This design comes from an exercise in tuning for small area, a short achievable clock period and few clock cycles per item on the open sky130 flow, not from production work.
Function was checked by simulation only, so behaviour that the tests miss may differ from the original.

==> flow/design.v (excerpt) <==
module conv3x3(
    input wire clk,
    input wire rst,
    input wire en,
    input wire [7:0] pixel1,
    input wire [7:0] pixel2,
    input wire [7:0] pixel3,
    input wire [7:0] pixel4,
    input wire [7:0] pixel5,
    input wire [7:0] pixel6,
    input wire [7:0] pixel7,
    input wire [7:0] pixel8,
    input wire [7:0] pixel9,
    input wire [7:0] filter1,
    input wire [7:0] filter2,
    input wire [7:0] filter3,
    input wire [7:0] filter4,
    input wire [7:0] filter5,
    input wire [7:0] filter6,
    input wire [7:0] filter7,
    input wire [7:0] filter8,
    input wire [7:0] filter9,
    output wire [31:0] result,
    output wire done
);
Size in the first run: ~1500 cells after synthesis, about 50 flip-flops, roughly 180 I/O pins, ~16000 um2 of cells after synthesis.
clock: 10.0 ns
lec_check: 0
cap_margin: 20
core_margin: 2
core_utilization: 40
setup_slack_margin: 4
slew_margin: 20
synth_hierarchical: 1
standard.sh (not shown) runs the stock make flow with config.mk's settings and CLKGATE_MAP_FILE= SYNTH_SCRIPT=/design/flow/synth_recipe.tcl, a recipe that flattens the netlist after the stock synthesis.
==> flow/flow/run.sh <==
#!/bin/bash
set -o pipefail
bash standard.sh "BUFFER_PORTS_ARGS=-buffer_cell sky130_fd_sc_hd__buf_2" finish > standard_flow.log 2>&1
Testbench counts at the start, summed over its fixed seeds: cycles 1,608, items 1,600.
Change:
- SETUP_SLACK_MARGIN: 4 -> 4.5
What happened: Synthesized area is unchanged; core utilization came out higher by 4.5 points; global-route usage hardly moves; cell count barely changes; synthesized cell count is unchanged; cell area rose by 11%; worst hold slack loses 0.0062 ns; routed wire length falls by 1.2%.
Change:
==> flow/flow/run.sh (replaced) <==
#!/bin/bash
set -o pipefail
bash standard.sh "BUFFER_PORTS_ARGS=-buffer_cell sky130_fd_sc_hd__buf_1" finish > standard_flow.log 2>&1
- SETUP_SLACK_MARGIN: 4.5 -> not set
Effect:
- fmax goes down by 10%
- sequential cell count does not change
Change:
==> flow/run.sh (new file) <==
#!/bin/bash
# synth_recipe.tcl (not shown) runs the flow's synth.tcl, then flattens the netlist and writes it again
# the make line also repeats each setting of config.mk as NAME=value (left out here)
make -C /OpenROAD-flow-scripts/flow DESIGN_CONFIG=/design/flow/config.mk WORK_HOME=/design/flow/orfs CLKGATE_MAP_FILE= SYNTH_SCRIPT=/design/flow/synth_recipe.tcl finish
- SETUP_SLACK_MARGIN: not set -> 4
removed: flow/flow/run.sh
removed: flow/standard.sh
=> Count of clock-buffer cells in the layout drops by 1. Global-route usage barely changes. Cell count is about the same. Core utilization climbs by 1.7 points. Setup slack gains 0.15 ns. Critical path depth is unchanged.

* * *

== the previous run ==
conv3x3 again, from the RTL that the note above started with.
export LEC_CHECK = 0
export CAP_MARGIN = 20
export CORE_MARGIN = 2
export CORE_UTILIZATION = 65
export GPL_TIMING_DRIVEN = 1
export SLEW_MARGIN = 20
export SYNTH_HIERARCHICAL = 1
create_clock -name core_clock -period 10.0 [get_ports {clk}]
==> flow/flow/run.sh <==
#!/bin/bash
set -o pipefail
bash standard.sh "BUFFER_PORTS_ARGS=-buffer_cell sky130_fd_sc_hd__buf_2" finish > standard_flow.log 2>&1
Testbench counts of the previous run, summed over its fixed seeds: cycles 1,608, items 1,600.
Modified inputs, the current run compared to the previous run
# the previous run
export LEC_CHECK = 0
export CAP_MARGIN = 20
export CORE_MARGIN = 2
export CORE_UTILIZATION = 65
export GPL_TIMING_DRIVEN = 1
export SLEW_MARGIN = 20
export SYNTH_HIERARCHICAL = 1
create_clock -name core_clock -period 10.0 [get_ports {clk}]
# the current run
export LEC_CHECK = 0
export ABC_CLOCK_PERIOD_IN_PS = 2000
export CAP_MARGIN = 20
export CORE_MARGIN = 2
export CORE_UTILIZATION = 40
export SLEW_MARGIN = 20
export SYNTH_HIERARCHICAL = 1
create_clock -name core_clock -period 10.0 [get_ports {clk}]
Results
Of the current run and the previous run, it is the current run that has the higher layout-stage area growth over the synthesis result. From the previous run to the current run the numbers moved as follows: total routed wirelength went up about 9%, slew at the pin closest to its max-slew limit moved up.

afterwards: timing with drivers on the ports:
How much do the figures lean on ideal ports? The routed layouts below were timed once more, with nothing changed but the port constraints. Step 1: set_driving_cell puts a clkbuf_16 on clk and a buf_2 on each other input, an assumption about the parent block. Step 2 moves the port delays by t, midway between the first and last clock arrival at a register: inputs arrive t later, outputs are due t later. That takes back most of the time a late clock gives input paths. a / b / c = ideal / step 1 / step 2; a / b = the first two.
run | shift t [ns] | slack for setup (ns) | hold slack, ns | cell pins on the clock port's net
the first run of note 1 | 0.362 | 4.215 / 4.238 / 3.876 | 1.510 / 1.487 / 1.849 | 1
the second run of note 1 | 0.354 | 4.520 / 4.509 / 4.164 | 1.504 / 1.473 / 1.827 | 1
the third run of note 1 | 0.361 | 3.909 / 3.934 / 3.573 | 1.480 / 1.452 / 1.813 | 1
the fourth run of note 1 | 0.372 | 4.057 / 4.039 / 3.667 | 1.821 / 1.794 / 2.166 | 1
the previous run | 0.358 | 4.225 / 4.247 / 3.889 | 1.495 / 1.463 / 1.821 | 1
the current run | 0.362 | 4.215 / 4.238 / 3.876 | 1.510 / 1.487 / 1.849 | 1
After both steps every run listed still meets setup and hold. For the fourth run of note 1, which loses most, drivers alone change the setup slack by -0.018 ns; drivers and shift together by -0.390 ns.
